This is an optimization exercise on Yosys and OpenROAD, whose aim is small area, a short achievable clock period and few clock cycles per item, not a production implementation. Where RTL was checked, it was by simulation tests only, not by an equivalence proof against the original.

==> flow/design.v (excerpt) <==
module mandel_engine (
    input             clk,
    input             reset,      
    input             start,      
    input  [31:0]     x,          
    input  [31:0]     y,          
    input  [20:0]     delta,      
    output            busy,       
    output reg        wr_en,      
    output reg [8:0]  wr_addr,    
    output reg [15:0] wr_data     
);
reg        running;
reg        ini;           
reg [31:0] gc, gd;        
reg [31:0] cs;            
reg [20:0] dr;            
reg [8:0]  gw;            
reg        gv;            
assign busy = running;
reg [30:0] ra, rb;        
reg        sa, sb;        
reg [31:0] dab;           
reg [31:0] c0, d0;
reg [7:0]  k0;            
reg        e0;            
reg [63:0] sv0;           
reg [1:0]  pi0;           
reg [8:0]  wa0;           
reg [11:0] p30;           
reg        act0;
reg [31:0] xa, ya, xb, yb;    
reg        ca, cb;            
reg [30:0] xab, yab;          
reg        cab;
reg        cyc1;
reg [31:0] c1, d1;
reg [7:0]  k1;
reg        e1;
reg [63:0] sv1;
reg [1:0]  pi1;
reg [8:0]  wa1;
reg [11:0] p31;
reg        act1;
wire [33:0] txa, tya, txb, tyb, txab, tyab;
me_sq  sqa (.r(ra), .X(txa), .Y(tya));
me_sq  sqb (.r(rb), .X(txb), .Y(tyb));
me_mul mab (.r(ra), .D(dab), .X(txab), .Y(tyab));
wire [63:0] st = {sa, ra, sb, rb};
wire cmp_en = (k0[7:3] != 5'd0);
wire save   = (k0[2:0] == 3'd7);
wire tca  = (txa[1] & tya[1])   | ((txa[1] | tya[1])   & txa[0] & tya[0]);
wire tcb  = (txb[1] & tyb[1])   | ((txb[1] | tyb[1])   & txb[0] & tyb[0]);
  ...
Size: roughly 120 I/O pins.
==> module mandel_engine, before the edit <==
module mandel_engine (
    input             clk,
    input             reset,      
    input             start,      
    input  [31:0]     x,          
    input  [31:0]     y,          
    input  [20:0]     delta,      
    output            busy,       
    output reg        wr_en,      
    output reg [8:0]  wr_addr,    
    output reg [15:0] wr_data     
);
reg        running;
reg        ini;           
reg [31:0] gc, gd;        
reg [31:0] cs;            
reg [20:0] dr;            
reg [8:0]  gw;            
reg        gv;            
assign busy = running;
reg [30:0] ra, rb;        
reg        sa, sb;        
reg [31:0] dab;           
reg [31:0] c0, d0;
reg [7:0]  k0;            
reg        e0;            
reg [63:0] sv0;           
reg [1:0]  pi0;           
reg [8:0]  wa0;           
reg [11:0] p30;           
reg        act0;
reg [31:0] xa, ya, xb, yb;    
reg        ca, cb;            
reg [30:0] xab, yab;          
reg        cab;
reg        cyc1;
reg [31:0] c1, d1;
reg [7:0]  k1;
reg        e1;
reg [63:0] sv1;
reg [1:0]  pi1;
reg [8:0]  wa1;
reg [11:0] p31;
reg        act1;
wire [33:0] txa, tya, txb, tyb, txab, tyab;
me_sq  sqa (.r(ra), .X(txa), .Y(tya));
me_sq  sqb (.r(rb), .X(txb), .Y(tyb));
me_mul mab (.r(ra), .D(dab), .X(txab), .Y(tyab));
wire [63:0] st = {sa, ra, sb, rb};
wire cmp_en = (k0[7:3] != 5'd0);
wire save   = (k0[2:0] == 3'd7);
wire tca  = (txa[1] & tya[1])   | ((txa[1] | tya[1])   & txa[0] & tya[0]);
wire tcb  = (txb[1] & tyb[1])   | ((txb[1] | tyb[1])   & txb[0] & tyb[0]);
wire tcab = (txab[1] & tyab[1]) | ((txab[1] | tyab[1]) & txab[0] & tyab[0]);
always @(posedge clk) begin
    xa   <= txa[33:2];  ya  <= tya[33:2];  ca  <= tca;
    xb   <= txb[33:2];  yb  <= tyb[33:2];  cb  <= tcb;
    xab  <= txab[32:2]; yab <= tyab[32:2]; cab <= tcab;
    cyc1 <= cmp_en & (st == sv0);
    sv1  <= save ? st : sv0;
    c1   <= c0;   d1  <= d0;
    k1   <= k0;   pi1 <= pi0;
    e1   <= e0;
    wa1  <= wa0;  p31 <= p30;
    act1 <= reset ? 1'b0 : act0;
end
wire [33:0] eu, ev;
me_esct esct (.xa(xa), .ya(ya), .xb(xb), .yb(yb), .ca(ca), .cb(cb), .U(eu), .V(ev));
wire [29:0] e29 = {1'b0, eu[28:0]} + {1'b0, ev[28:0]};
wire [4:0]  eh  = eu[33:29] + ev[33:29] + {4'd0, e29[29]};
wire [32:0] oa32 = {1'b0, xa} + {1'b0, ya} + {32'd0, ca};
wire [32:0] ob32 = {1'b0, xb} + {1'b0, yb} + {32'd0, cb};
wire oa = oa32[32];
wire ob = ob32[32];
wire esc = (eh != {oa & ob, oa ^ ob, 3'd0});
wire [31:0] an, bn;
me_suma suma (.xa(xa), .ya(ya), .xb(xb), .yb(yb), .c(c1), .ca(ca), .cb(cb), .S(an));
me_sumb sumb (.x(xab), .y(yab), .d(d1), .cab(cab), .S(bn));
wire [31:0] pan, pbn;
me_por pora (.x(an), .P(pan));
me_por porb (.x(bn), .P(pbn));
wire [31:0] nbn = bn ^ pbn;                        
wire [30:0] an_abs = an[30:0] ^ ({31{an[31]}} & pan[30:0]);
wire [30:0] bn_abs = bn[31] ? nbn[30:0] : bn[30:0];
wire [31:0] dab_n  = an[31] ? nbn : bn;
wire done = act1 & (e1 | cyc1 | (k1 == 8'd255));
wire last = (pi1 == 2'd3);
wire take = (~act1 | (done & last)) & gv;
wire inword = act1 & ~last;
wire [31:0] nc = inword ? (c1 + {11'd0, dr}) : gc;
wire [31:0] nd = inword ? d1 : gd;
wire [31:0] pnc, pnd;
me_por porc (.x(nc), .P(pnc));
me_por pord (.x(nd), .P(pnd));
wire [31:0] nnd = nd ^ pnd;                        
wire [30:0] nc_abs = nc[30:0] ^ ({31{nc[31]}} & pnc[30:0]);
wire [30:0] nd_abs = nd[31] ? nnd[30:0] : nd[30:0];
wire [31:0] dab_i  = nc[31] ? nnd : nd;
wire [7:0] kk = k1;
wire [3:0] pm = (kk > 8'd133) ? 4'd15 : (
                (kk > 8'd96)  ? 4'd14 : (
                (kk > 8'd69)  ? 4'd13 : (
                (kk > 8'd50)  ? 4'd12 : (
                (kk > 8'd36)  ? 4'd11 : (
                (kk > 8'd26)  ? 4'd10 : (
                (kk > 8'd19)  ? 4'd9  : (
                (kk > 8'd13)  ? 4'd8  : (
                (kk > 8'd10)  ? 4'd7  : (
                (kk >= 8'd7)  ? 4'd6  : (
                (kk >= 8'd5)  ? 4'd5  : kk[3:0] ))))))))));
wire [3:0] pix = e1 ? pm : 4'd0;
wire ld = done | take;
always @(posedge clk) begin
    if (ld) begin
        ra  <= nc_abs;  sa <= nc[31];
        rb  <= nd_abs;  sb <= nd[31];
        dab <= dab_i;
        c0  <= nc;      d0 <= nd;
        k0  <= 8'd0;
        e0  <= 1'b0;
    end else begin
        ra  <= an_abs;  sa <= an[31];
        rb  <= bn_abs;  sb <= bn[31];
        dab <= dab_n;
        c0  <= c1;      d0 <= d1;
        k0  <= k1 + 8'd1;
        e0  <= esc;
    end
    sv0 <= sv1;
    pi0 <= take ? 2'd0 : (done ? pi1 + 2'd1 : pi1);
    wa0 <= take ? gw : wa1;
    p30 <= done ? {p31[7:0], pix} : p31;
    act0 <= reset ? 1'b0 : (take | (act1 & ~(done & last)));
    wr_en   <= ~reset & done & last;
    wr_addr <= wa1;
    wr_data <= {p31, pix};
end
always @(posedge clk) begin
    if (reset) begin
        running <= 1'b0;
        ini     <= 1'b0;
        gv      <= 1'b0;
    end else if (!running) begin
        if (start) begin
            running <= 1'b1;
            ini     <= 1'b1;
        end
    end else begin
        ini <= 1'b0;
        if (ini) begin
            gv <= 1'b1;
        end else if (take && gw == 9'd511) begin
            gv <= 1'b0;
        end
        if (!ini && !gv && !act0 && !act1)
            running <= 1'b0;
    end
end
always @(posedge clk) begin
    if (!running) begin
        gc <= x;
        gd <= y;
        dr <= delta;
    end else if (ini) begin
        gc <= gc - {6'd0, dr, 5'd0};
        cs <= gc - {6'd0, dr, 5'd0};
        gd <= gd + {7'd0, dr, 4'd0};
        gw <= 9'd0;
    end else begin
        if (take) begin
            gw <= gw + 9'd1;
            if (gw[3:0] == 4'd15) begin
                gc <= cs;
                gd <= gd - {11'd0, dr};
            end else begin
                gc <= gc + {9'd0, dr, 2'd0};
            end
        end
    end
end
endmodule
export LEC_CHECK = 0
export CAP_MARGIN = 20
export CORE_MARGIN = 2
export CORE_UTILIZATION = 40
export SLEW_MARGIN = 20
export SYNTH_HIERARCHICAL = 1
export SYNTH_MINIMUM_KEEP_SIZE = 0
create_clock -name core_clock -period 20.0 [get_ports {clk}]
standard.sh (not shown) runs the stock make flow with config.mk's settings and CLKGATE_MAP_FILE= SYNTH_SCRIPT=/design/flow/synth_recipe.tcl, a recipe that flattens the netlist after the stock synthesis.
==> flow/flow/run.sh <==
#!/bin/bash
# Standard ORFS layout, with timing repair aimed below the design's period:
# the SDC is unchanged (20 ns); repair_timing is asked to leave MARGIN ns of
# setup slack, so it optimises the paths as if the clock were faster.
set -euo pipefail
MARGIN=${MARGIN:-15}
bash standard.sh synth > synth.log 2>&1
bash standard.sh SETUP_SLACK_MARGIN=$MARGIN finish > layout.log 2>&1
The first run completed with no timing, DRC or antenna violations.
Testbench counts at the start, summed over its fixed seeds: cycles 4,239,862, pixels 98,304.
Change:
--- a/flow/design.v
+++ b/flow/design.v
@@ -5560,8 +5560,7 @@
 reg        sa, sb;        
 reg [31:0] dab;           
 reg [31:0] c0, d0;
-reg [7:0]  k0;            
-reg        e0;            
+reg [7:0]  k0;
 reg [63:0] sv0;           
 reg [1:0]  pi0;           
 reg [8:0]  wa0;           
@@ -5574,7 +5573,6 @@
 reg        cyc1;
 reg [31:0] c1, d1;
 reg [7:0]  k1;
-reg        e1;
 reg [63:0] sv1;
 reg [1:0]  pi1;
 reg [8:0]  wa1;
@@ -5585,8 +5583,8 @@
 me_sq  sqb (.r(rb), .X(txb), .Y(tyb));
 me_mul mab (.r(ra), .D(dab), .X(txab), .Y(tyab));
 wire [63:0] st = {sa, ra, sb, rb};
-wire cmp_en = (k0[7:3] != 5'd0);
-wire save   = (k0[2:0] == 3'd7);
+wire cmp_en = (k0 > 8'd8);
+wire save   = (k0[2:0] == 3'd0);
 wire tca  = (txa[1] & tya[1])   | ((txa[1] | tya[1])   & txa[0] & tya[0]);
 wire tcb  = (txb[1] & tyb[1])   | ((txb[1] | tyb[1])   & txb[0] & tyb[0]);
 wire tcab = (txab[1] & tyab[1]) | ((txab[1] | tyab[1]) & txab[0] & tyab[0]);
@@ -5598,7 +5596,6 @@
     sv1  <= save ? st : sv0;
     c1   <= c0;   d1  <= d0;
     k1   <= k0;   pi1 <= pi0;
-    e1   <= e0;
     wa1  <= wa0;  p31 <= p30;
     act1 <= reset ? 1'b0 : act0;
 end
@@ -5621,7 +5618,7 @@
 wire [30:0] an_abs = an[30:0] ^ ({31{an[31]}} & pan[30:0]);
 wire [30:0] bn_abs = bn[31] ? nbn[30:0] : bn[30:0];
 wire [31:0] dab_n  = an[31] ? nbn : bn;
-wire done = act1 & (e1 | cyc1 | (k1 == 8'd255));
+wire done = act1 & (esc | cyc1 | (k1 == 8'd255));
 wire last = (pi1 == 2'd3);
 wire take = (~act1 | (done & last)) & gv;
 wire inword = act1 & ~last;
@@ -5646,7 +5643,7 @@
                 (kk > 8'd10)  ? 4'd7  : (
                 (kk >= 8'd7)  ? 4'd6  : (
                 (kk >= 8'd5)  ? 4'd5  : kk[3:0] ))))))))));
-wire [3:0] pix = e1 ? pm : 4'd0;
+wire [3:0] pix = esc ? pm : 4'd0;
 wire ld = done | take;
 always @(posedge clk) begin
     if (ld) begin
@@ -5654,15 +5651,13 @@
         rb  <= nd_abs;  sb <= nd[31];
         dab <= dab_i;
         c0  <= nc;      d0 <= nd;
-        k0  <= 8'd0;
-        e0  <= 1'b0;
+        k0  <= 8'd1;
     end else begin
         ra  <= an_abs;  sa <= an[31];
         rb  <= bn_abs;  sb <= bn[31];
         dab <= dab_n;
         c0  <= c1;      d0 <= d1;
         k0  <= k1 + 8'd1;
-        e0  <= esc;
     end
     sv0 <= sv1;
     pi0 <= take ? 2'd0 : (done ? pi1 + 2'd1 : pi1);
Result:
- The new run completed without violations
- register-to-register slack loses 0.91 ns
- setup slack got worse by 0.91 ns
- clock-buffer cell count falls by 5
- maximum frequency is lower by about a fifth
- area after synthesis shrinks slightly
Function not checked in the second run of this note: the RTL went through the layout flow alone.

==> port drivers added, routing unchanged <==
How much do the figures lean on ideal ports? The routed layouts below were timed once more, with nothing changed but the port constraints. Step 1 sets driving cells, clkbuf_16 on the clock port and buf_2 on the other inputs (assumed; they add their load-dependent delay and slew). Step 2 times the ports against the registers' clock, not the clock port: input delays grow and output delays shrink by t, the midpoint of the rising clock arrivals with the driver on. Three values: no drivers, after step 1, after step 2; two values: the first two.
run | t (ns) | slack for setup (ns) | worst setup path after step 2 | worst data-port slew with drivers (ns) | cell pins on the clock port's net
the first run | 0.773 | 14.766 / 14.759 / 14.608 | input to register | 0.14 | 1
the second run | 0.783 | 13.861 / 13.861 / 13.861 | register to register | 0.10 | 1
After both steps setup and hold are still met in every run listed. The setup slack of the first run, which loses most, moves by -0.007 ns with the drivers and by -0.158 ns with both steps.
